Context: an optimization exercise on an open-source flow, tuned for a short achievable clock period, few clock cycles per item and low power. The choices shown serve that exercise and are no tape-out recipe. Function was not checked in any run shown here: the RTL went through the layout flow alone.

## flow/design.v (module list and top-level ports; edited modules follow where they fit)
// module PID_controller: 1574 lines
// module pid_fa: 4 lines
// module pid_ha: 4 lines
module PID_controller #(
    parameter W = 16,
    parameter signed MAX_VAL = 32767,
    parameter signed MIN_VAL = -32768
)(
    input logic clk,
    input logic reset_n,
    input  logic signed [W-1:0] s_axi_tdata,
    input  logic s_axi_tvalid,
    output logic s_axi_tready,
    input  logic signed [W-1:0] Kp, Ki, Kd,
    input  logic signed [W-1:0] setpoint,
    output logic [W-1:0] m_axi_tdata,
    output logic m_axi_tvalid,
    input  logic m_axi_tready
);
  // ...
==> flow/run.sh <==
#!/bin/bash
# synth_recipe.tcl (not shown) runs the flow's synth.tcl, then flattens the netlist and writes it again
# the make line also repeats each setting of config.mk as NAME=value (left out here)
make -C /OpenROAD-flow-scripts/flow DESIGN_CONFIG=/design/flow/config.mk WORK_HOME=/design/flow/orfs CLKGATE_MAP_FILE= SYNTH_SCRIPT=/design/flow/synth_recipe.tcl finish
==> flow/config.mk <==
export PLATFORM = sky130hd
export DESIGN_NAME = PID_controller
export DESIGN_NICKNAME = PID_controller
export VERILOG_FILES = /design/flow/design.v
export SDC_FILE = /design/flow/constraint.sdc
export NUM_CORES = 4
export LEC_CHECK = 0
export CAP_MARGIN = 20
export CORE_MARGIN = 2
export CORE_UTILIZATION = 40
export SLEW_MARGIN = 20
export SYNTH_HIERARCHICAL = 1
export SYNTH_MINIMUM_KEEP_SIZE = 0
==> flow/constraint.sdc <==
create_clock -name core_clock -period 7.5 [get_ports {clk}]
set_input_delay 1.5000 -clock core_clock [delete_from_list [all_inputs] [get_ports {clk}]]
set_output_delay 1.5000 -clock core_clock [all_outputs]
set_load 0.01 [all_outputs]
==> flow_metrics.env, run 1 <==
export IMPL_cp_max_fo=12
export IMPL_wl_met3_um=7042
export IMPL_grt_pass1_vias=25650
export IMPL_yosysMostFrequentCell="xnor2_1"
export IMPL_seq_area_frac_synth=0.3490
export IMPL_place_gp_congestion=0.9105
export IMPL_placedCellCount=4516
export IMPL_min_from="dC[0]"
export IMPL_ys_ff_latch=491
export IMPL_grtUsageMet1=0.2832
export IMPL_outcome="no timing/DRC/antenna violations"
export IMPL_dp_slack_ns=2.634
export IMPL_cts_setup_buffers=0
export IMPL_cts_sinks=491
export IMPL_largestClassByArea="multi-input combinational cells"
export IMPL_wl_met1_um=43720
export IMPL_maxSlewViolCount=0
export IMPL_synthFlopType="edfxtp_1"
export IMPL_crit_arrival_ns=5.31
export IMPL_setup_viol=0
export IMPL_synth_top_family_by_area="adder cells"
export IMPL_yosysTopAreaCellShare=0.2655
export IMPL_netlist_area_um2=39130
export IMPL_buf_share=0.03188
export IMPL_clkCellAreaFrac=0.04640
export IMPL_hpwl_um=72250
export IMPL_critical_path_class="flop to flop"
export IMPL_grtUsageMet2=0.3100
export IMPL_final_setup_tns_ns=0
export IMPL_rows=114
export IMPL_top_layer="met5"
export IMPL_timing_fmax_ghz=0.2091
==> run 2, diff against run 1 <==
--- a/flow/design.v
+++ b/flow/design.v
@@ -10,21 +10,21 @@
     input  logic s_axi_tvalid,
     output logic s_axi_tready,
     input  logic signed [W-1:0] Kp, Ki, Kd,
     input  logic signed [W-1:0] setpoint,
     output logic [W-1:0] m_axi_tdata,
     output logic m_axi_tvalid,
     input  logic m_axi_tready
 );
-  logic vA, vB, vC, vo, vs;
+  logic vA, vB, vC, vo, vs, rdy;
   logic [15:0] skid;
   wire adv = ~vs;
   wire take = s_axi_tvalid & adv;
-  assign s_axi_tready = adv;
+  assign s_axi_tready = rdy;       
   logic [16:0] e1, e0, df;
   logic [7:0] kp_neg, kp_one, kp_two, ki_neg, ki_one, ki_two, kd_neg, kd_one, kd_two;
   wire [16:0] e_new = {setpoint[15], setpoint} - {s_axi_tdata[15], s_axi_tdata};
   function automatic [23:0] booth_enc(input logic [15:0] k);
     logic [16:0] kk;
     logic [7:0] ng, on, tw;
     kk = {k, 1'b0};
     for (int j = 0; j < 8; j++) begin
@@ -1543,28 +1543,28 @@
   wire [15:0] out_new = in_range ? s_lo : (s_neg ? 16'h8000 : 16'h7fff);
   wire [33:0] acc_inc = acc + ib;
   wire fire = adv & vC;
   always_ff @(posedge clk or negedge reset_n) begin
     if (!reset_n) acc <= '0;
     else if (fire & not_sat) acc <= acc_inc;
   end
   wire pop = vo & m_axi_tready;
+  wire vs_next = vs ? ~pop : (fire & vo & ~pop);
   always_ff @(posedge clk or negedge reset_n) begin
     if (!reset_n) begin
       vo <= 1'b0;
       vs <= 1'b0;
+      rdy <= 1'b1;
     end else begin
-      if (vs) begin
-        if (pop) vs <= 1'b0;
-      end else if (fire) begin
-        if (!pop && vo) vs <= 1'b1;
-        vo <= 1'b1;
-      end else if (pop) begin
-        vo <= 1'b0;
+      vs <= vs_next;
+      rdy <= ~vs_next;
+      if (!vs) begin
+        if (fire) vo <= 1'b1;
+        else if (pop) vo <= 1'b0;
       end
     end
   end
   always_ff @(posedge clk) begin
     if (vs) begin
       if (pop) m_axi_tdata <= skid;
     end else if (fire) begin
       if (!vo || pop) m_axi_tdata <= out_new;
==> flow/config.mk (replaced) <==
export PLATFORM = sky130hd
export DESIGN_NAME = PID_controller
export DESIGN_NICKNAME = PID_controller
export VERILOG_FILES = /design/flow/design.v
export SDC_FILE = /design/flow/constraint.sdc
export NUM_CORES = 4
export LEC_CHECK = 0
export CAP_MARGIN = 20
export CORE_MARGIN = 2
export CORE_UTILIZATION = 40
export SETUP_SLACK_MARGIN = 3.6
export SLEW_MARGIN = 20
export SYNTH_HIERARCHICAL = 1
export SYNTH_MINIMUM_KEEP_SIZE = 0
==> run 2 against run 1 <==
Net effect:
- first-iteration DRC count is 10% lower
- via count is 1.0% lower
- clock-buffer cell count is 6 lower
- fmax is 15% higher
- area after synthesis is 0.14% lower
- final cell count hardly changed
- worst setup slack better by 0.62 ns
- flip-flop and latch count is 1 higher
- non-clock buffer count is 40 higher
- global-route usage is 0.26 points lower
- register-to-register slack better by 0.62 ns
==> flow_metrics.env, run 2 <==
export IMPL_clk_pin_slew_ns=0.06
export IMPL_synth_cell_types=79
export IMPL_drive_gt1_frac=0.09711
export IMPL_h_tree_depth=2
export IMPL_post_route_min_period_ns=4.161
export IMPL_diodes=0
export IMPL_yosysMostFrequentCell="xnor2_1"
export IMPL_grt_pass1_wl_um=153400
export IMPL_cts_sinks=492
export IMPL_via_per_inst=5.452
export IMPL_met3_usage=0.02910
export IMPL_hold_viol_final=0
export IMPL_hp_class="flop to flop"
export IMPL_tightest_slew_ns=1.166
export IMPL_final_setup_tns_ns=0
export IMPL_numPortBuffers=101
export IMPL_ant_nets=0
export IMPL_fin_crit_sh=0.5548
export IMPL_syn_to_final_growth_pct=13.19
export IMPL_layout_common_cells="xnor2_1, fa_1, a22oi_1, edfxtp_1, ha_1"
export IMPL_wl_per_cell_um=21.02
export IMPL_synth_top_area_cell="edfxtp_1"
export IMPL_dieHeight_um=316.6
export IMPL_ys_top_cells_by_count="xnor2_1, fa_1, a22oi_1"
export IMPL_busiest_layer="met2"
export IMPL_clock_skew_ns=0.02250
export IMPL_grt_pass1_vias=26260
export IMPL_cp_end_kind="flop"
export IMPL_final_common_cell="xnor2_1"
export IMPL_placedCellCount=4479
export IMPL_die_x_um=316.6
export IMPL_core_area_um2=96710
export IMPL_whs_endpoint="pdy[0]"
export IMPL_num_vias=25260
export IMPL_hold_depth=0
export IMPL_ys_ff_latch=492
export IMPL_timing_rr_start="pdy[4]"
export IMPL_netlist_top_cells_area="edfxtp_1, fa_1, xnor2_1, a22oi_1, ha_1"
export IMPL_cts_hold_fix_buffers=0
export IMPL_slew_headroom=0.2217
export IMPL_grtUsageMet1=0.2792
export IMPL_die_area_um2=100200
export IMPL_seq_area_frac_synth=0.3502
export IMPL_r2r_end="acc[5]"
export IMPL_nets=4031
export IMPL_fin_cells=4633
export IMPL_rrSetupSlack_ns=3.34
export IMPL_rows=114
export IMPL_async_flop_share=0.1504
export IMPL_hpwl_um=68480
export IMPL_grt_max_degree=155
export IMPL_cts_tree="yes"
export IMPL_synth_edf_count=346
export IMPL_ys_warn_count=7
export IMPL_grtUsageMet2=0.3184
export IMPL_cp_max_fo=6
export IMPL_clock_path_buffers=3
export IMPL_netlist_area_um2=39080
export IMPL_drt_iter0_drc=2104
export IMPL_avgSynthCellArea_um2=11.84
export IMPL_insertion_delay_ns=0.63
export IMPL_wl_um=97380
export IMPL_first_pass_iters=8
export IMPL_outcome="no timing/DRC/antenna violations"
export IMPL_yosysTopAreaCellShare=0.2659
export IMPL_rsz0062_at_grt="yes"
export IMPL_initial_utilization=0.4041
export IMPL_antenna_found_initial=1
export IMPL_cp_required_ns=8.00
export IMPL_min_from="dC[0]"
export IMPL_io_pins=102
export IMPL_gr_total_overflow=0
export IMPL_drc=0
export IMPL_maxSlewViolCount=0
export IMPL_setup_viol=0
export IMPL_place_gp_congestion=0.8178
export IMPL_timing_fmax_ghz=0.2403
export IMPL_whs_ns=0.4186
export IMPL_cts_inserted_buffers=58
export IMPL_start_kind="flop"
export IMPL_cts_root_buf="clkbuf_16"
export IMPL_crit_arrival_ns=4.66
export IMPL_synthFlopType="edfxtp_1"
export IMPL_netlist_instances=3301
export IMPL_drv_cap=0
export IMPL_reg2reg_depth=14
export IMPL_critical_path_class="flop to flop"
export IMPL_grt_total_usage=0.1969
[run 2: cell count changes after synthesis, sizes merged, moves of 7 or more]
cell,delta
xnor2,+10
a21o,-9
o31ai,-7
a2111oi,+9
nor2,+16
o311ai,-13
mux2,+36
o21ai,-17
nand2,-27
[run 2: worst max-delay path, stage by stage, from the launching register on]
cell and delay [ns]:
edfxtp_1 0.39, fa_1 0.59, ha_4 0.24, a2111oi_4 0.37, o21ai_2 0.15, o2111a_2 0.32
o211ai_2 0.14, nand3b_1 0.10, buf_6 0.14, or4_4 0.54, a221oi_4 0.28, buf_12 0.17
buf_12 0.12, clkbuf_16 0.16, mux2_4 0.30
[run 2: what timing repair did]
item                       CTS  global route
gates resized for setup     60            95
gates cloned                 5             2
setup endpoints to repair   78            94
setup buffers               23            14
pin swaps                   13            32
[run 2: metal layers]
metal / vias to the layer above / wire, µm
li1: 11620 / -
met1: 12670 / 43960
met2: 820 / 45540
met3: 145 / 5853
met4: 0 / 2025
met5: - / 0
[run 2: final cells by class]
cell class	count	area, µm²
Sequential cell	492	13720
Fill cell	8867	52470
Timing Repair Buffer	184	1872
Clock buffer	74	1598
Multi-Input combinational cell	2424	24510
Inverter	147	559.3
Clock inverter	36	381.6
Tap cell	1276	1597
[run 2: per-stage QoR]
| stage | worst slack [ns] | instance area, µm² | util |
|---|---|---|---|
| finish | 3.339 | 44230 | 0.4574 |
| global route | 3.236 | 44230 | 0.4574 |
| CTS | 3.415 | 43720 | 0.4521 |
| detailed placement | 2.754 | 41110 | 0.4251 |
| global placement | 2.723 | 41110 | 0.4251 |
| floorplan | 3.610 | 39190 | - |
[run 2: Yosys stat by module (local to each module, per instance)]
module | cells | times used
PID_controller | 2823 | 1
pid_fa | 1 | 405
pid_ha | 1 | 73
[run 2: cell families (layout without fill, tap and decap cells)]
group           Yosys count  after routing  synth area share
buf+inv                 411            441           0.04040
flops                   492            492            0.3502
other cells               1             26        0.00009596
fa+ha+maj               640            640            0.2852
compound gates          749            749            0.1325
xor+xnor                574            574            0.1286
mux                      50             50           0.01450
simple gates            384            385           0.04850
[run 2: worst max-delay path by stage]
stage | cells past startpoint | slack, ns | end | start
3_5_place_dp | 13 | 2.75 | e1[15] | s_axi_tdata[1]
3_3_place_gp | 13 | 2.72 | e1[15] | s_axi_tdata[1]
5_1_grt | 17 | 3.24 | acc[2] | pdy[4]
6_report | 14 | 3.34 | acc[5] | pdy[4]
2_1_floorplan | 12 | 3.61 | e1[15] | s_axi_tdata[1]
4_1_cts | 15 | 3.42 | acc[1] | pdy[9]
==> run 3, diff against run 2 <==
--- a/flow/config.mk
+++ b/flow/config.mk
@@ -5,6 +5,7 @@
 export SDC_FILE = /design/flow/constraint.sdc
 export NUM_CORES = 4
 export LEC_CHECK = 0
+export ABC_CLOCK_PERIOD_IN_PS = 4000
 export CAP_MARGIN = 20
 export CORE_MARGIN = 2
 export CORE_UTILIZATION = 40
==> run 3 against run 2 <==
Net effect:
- synthesized cell count is the same
- worst setup slack is the same
- clock skew is the same
==> flow_metrics.env, run 3 <==
export IMPL_grtUsageMet1=0.2792
export IMPL_timing_rr_start="pdy[4]"
export IMPL_ys_warn_count=7
export IMPL_start_kind="flop"
export IMPL_outcome="no timing/DRC/antenna violations"
export IMPL_wl_um=97380
export IMPL_wl_per_cell_um=21.02
export IMPL_cts_sinks=492
export IMPL_cts_hold_fix_buffers=0
export IMPL_grt_pass1_wl_um=153400
export IMPL_antenna_found_initial=1
export IMPL_synth_top_area_cell="edfxtp_1"
export IMPL_cp_required_ns=8.00
export IMPL_setup_viol=0
export IMPL_clk_pin_slew_ns=0.06
export IMPL_grtUsageMet2=0.3184
export IMPL_clock_path_buffers=3
export IMPL_ant_nets=0
export IMPL_grt_total_usage=0.1969
export IMPL_h_tree_depth=2
export IMPL_insertion_delay_ns=0.63
export IMPL_hp_class="flop to flop"
export IMPL_crit_arrival_ns=4.66
export IMPL_fin_crit_sh=0.5548
export IMPL_synthFlopType="edfxtp_1"
export IMPL_initial_utilization=0.4041
export IMPL_fin_cells=4633
export IMPL_drive_gt1_frac=0.09711
export IMPL_clock_skew_ns=0.02250
export IMPL_via_per_inst=5.452
export IMPL_tightest_slew_ns=1.166
export IMPL_dieHeight_um=316.6
export IMPL_core_area_um2=96710
export IMPL_maxSlewViolCount=0
export IMPL_synth_cell_types=79
export IMPL_cts_root_buf="clkbuf_16"
export IMPL_drv_cap=0
export IMPL_avgSynthCellArea_um2=11.84
export IMPL_syn_to_final_growth_pct=13.19
export IMPL_nets=4031
export IMPL_cts_tree="yes"
export IMPL_min_from="dC[0]"
export IMPL_num_vias=25260
export IMPL_cts_inserted_buffers=58
export IMPL_final_setup_tns_ns=0
export IMPL_met3_usage=0.02910
export IMPL_die_x_um=316.6
export IMPL_ys_top_cells_by_count="xnor2_1, fa_1, a22oi_1"
export IMPL_ys_ff_latch=492
export IMPL_grt_max_degree=155
export IMPL_rsz0062_at_grt="yes"
export IMPL_worstSetupStartpoint="pdy[4]"
export IMPL_final_common_cell="xnor2_1"
export IMPL_first_pass_iters=8
export IMPL_diodes=0
export IMPL_synth_edf_count=346
export IMPL_yosysTopAreaCellShare=0.2659
export IMPL_yosysMostFrequentCell="xnor2_1"
export IMPL_cp_max_fo=6
export IMPL_netlist_instances=3301
export IMPL_drt_iter0_drc=2104
export IMPL_place_gp_congestion=0.8178
export IMPL_timing_fmax_ghz=0.2403
export IMPL_async_flop_share=0.1504
export IMPL_layout_common_cells="xnor2_1, fa_1, a22oi_1, edfxtp_1, ha_1"
export IMPL_gr_total_overflow=0
export IMPL_hold_viol_final=0
export IMPL_rows=114
export IMPL_busiest_layer="met2"
export IMPL_placedCellCount=4479
export IMPL_netlist_area_um2=39080
export IMPL_drc=0
export IMPL_post_route_min_period_ns=4.161
export IMPL_netlist_top_cells_area="edfxtp_1, fa_1, xnor2_1, a22oi_1, ha_1"
export IMPL_hold_depth=0
export IMPL_reg2reg_depth=14
export IMPL_numPortBuffers=101
export IMPL_hpwl_um=68480
export IMPL_slew_headroom=0.2217
export IMPL_io_pins=102
export IMPL_grt_pass1_vias=26260
export IMPL_critical_path_class="flop to flop"
export IMPL_die_area_um2=100200
export IMPL_cp_end_kind="flop"
export IMPL_seq_area_frac_synth=0.3502
run 3: cells by family after synthesis:
| family | after synthesis | synth area share |
|---|---|---|
| AO/OA/AOI/OAI | 749 | 0.1325 |
| XOR/XNOR | 574 | 0.1286 |
| adder cells (fa/ha/maj) | 640 | 0.2852 |
| buffers and inverters | 411 | 0.04040 |
| flip-flops | 492 | 0.3502 |
| multiplexers | 50 | 0.01450 |
| other | 1 | 0.00009596 |
| AND/OR/NAND/NOR | 384 | 0.04850 |
run 3: final timing paths:
check	end	slack [ns]
worst max-delay path	acc[5]	3.34
worst min register to register	pdy[0]	0.42
worst max register to register	acc[5]	3.34
min in group asynchronous	vA	0.87
max in group asynchronous	acc[1]	5.56
worst min-delay path	pdy[0]	0.42
run 3: layer usage:
layer	part of all wire	vias up	routed length, µm
met4	0.021	0	2025
met5	0	-	0
met3	0.060	145	5853
li1	-	11620	-
met1	0.45	12670	43960
met2	0.47	820	45540
run 3: final cells by class:
class	instances	area [µm²]
repair buffers	184	1872
fillers	8867	52470
inverters	147	559.3
flip-flops and latches	492	13720
clock inverters	36	381.6
clock buffers	74	1598
multi-input cells	2424	24510
well taps	1276	1597
run 3: critical path, cell delays in order, from the launching register on:
cell and delay (ns):
edfxtp_1 0.39, fa_1 0.59, ha_4 0.24, a2111oi_4 0.37
o21ai_2 0.15, o2111a_2 0.32, o211ai_2 0.14, nand3b_1 0.10
buf_6 0.14, or4_4 0.54, a221oi_4 0.28, buf_12 0.17
buf_12 0.12, clkbuf_16 0.16, mux2_4 0.30
run 3: timing repair:
action / in CTS / in global routing
gates resized for setup: 60 / 95
endpoints found under the setup margin: 78 / 94
setup buffers: 23 / 14
gates cloned: 5 / 2
pin swaps: 13 / 32
run 3: through the flow:
stage	setup WS [ns]	area [µm²]	hold slack (ns)	util
after floorplan	3.610	39190	0.4003	-
after global placement	2.723	41110	0.4043	0.4251
after detailed placement	2.754	41110	0.4045	0.4251
after CTS	3.415	43720	0.4186	0.4521
after global routing	3.236	44230	0.4398	0.4574
final	3.339	44230	0.4186	0.4574
run 3: Yosys stat by module (local to each module, per instance):
module / times used / cell area (µm²) / cells inside
pid_ha: 73 / 12.51 / 1
PID_controller: 1 / 30060 / 2823
pid_fa: 405 / 20.02 / 1

[port drivers added, routing unchanged]
In the flow no input, the clock included, has a driving cell. The finished layouts below were timed again as built, in two steps. Step 1 sets driving cells, clkbuf_16 on the clock port and buf_2 on the other inputs (assumed; they add their load-dependent delay and slew). Step 2, shift: input delay + t, output delay - t, t = (earliest + latest rising clock arrival at the registers) / 2. This alone moves slack from input paths to output paths. Three values: ideal, step 1, step 2; two values: the first two.
| run | shift t [ns] | setup slack, ns | worst hold slack (ns) |
|---|---|---|---|
| run 1 | 0.704 | 2.717 / 2.717 / 2.717 | 0.448 / 0.448 / 0.448 |
| run 2 | 0.682 | 3.339 / 3.339 / 3.127 | 0.419 / 0.419 / 0.419 |
| run 3 | 0.682 | 3.339 / 3.339 / 3.127 | 0.419 / 0.419 / 0.419 |
After both steps setup and hold are still met in every run listed.
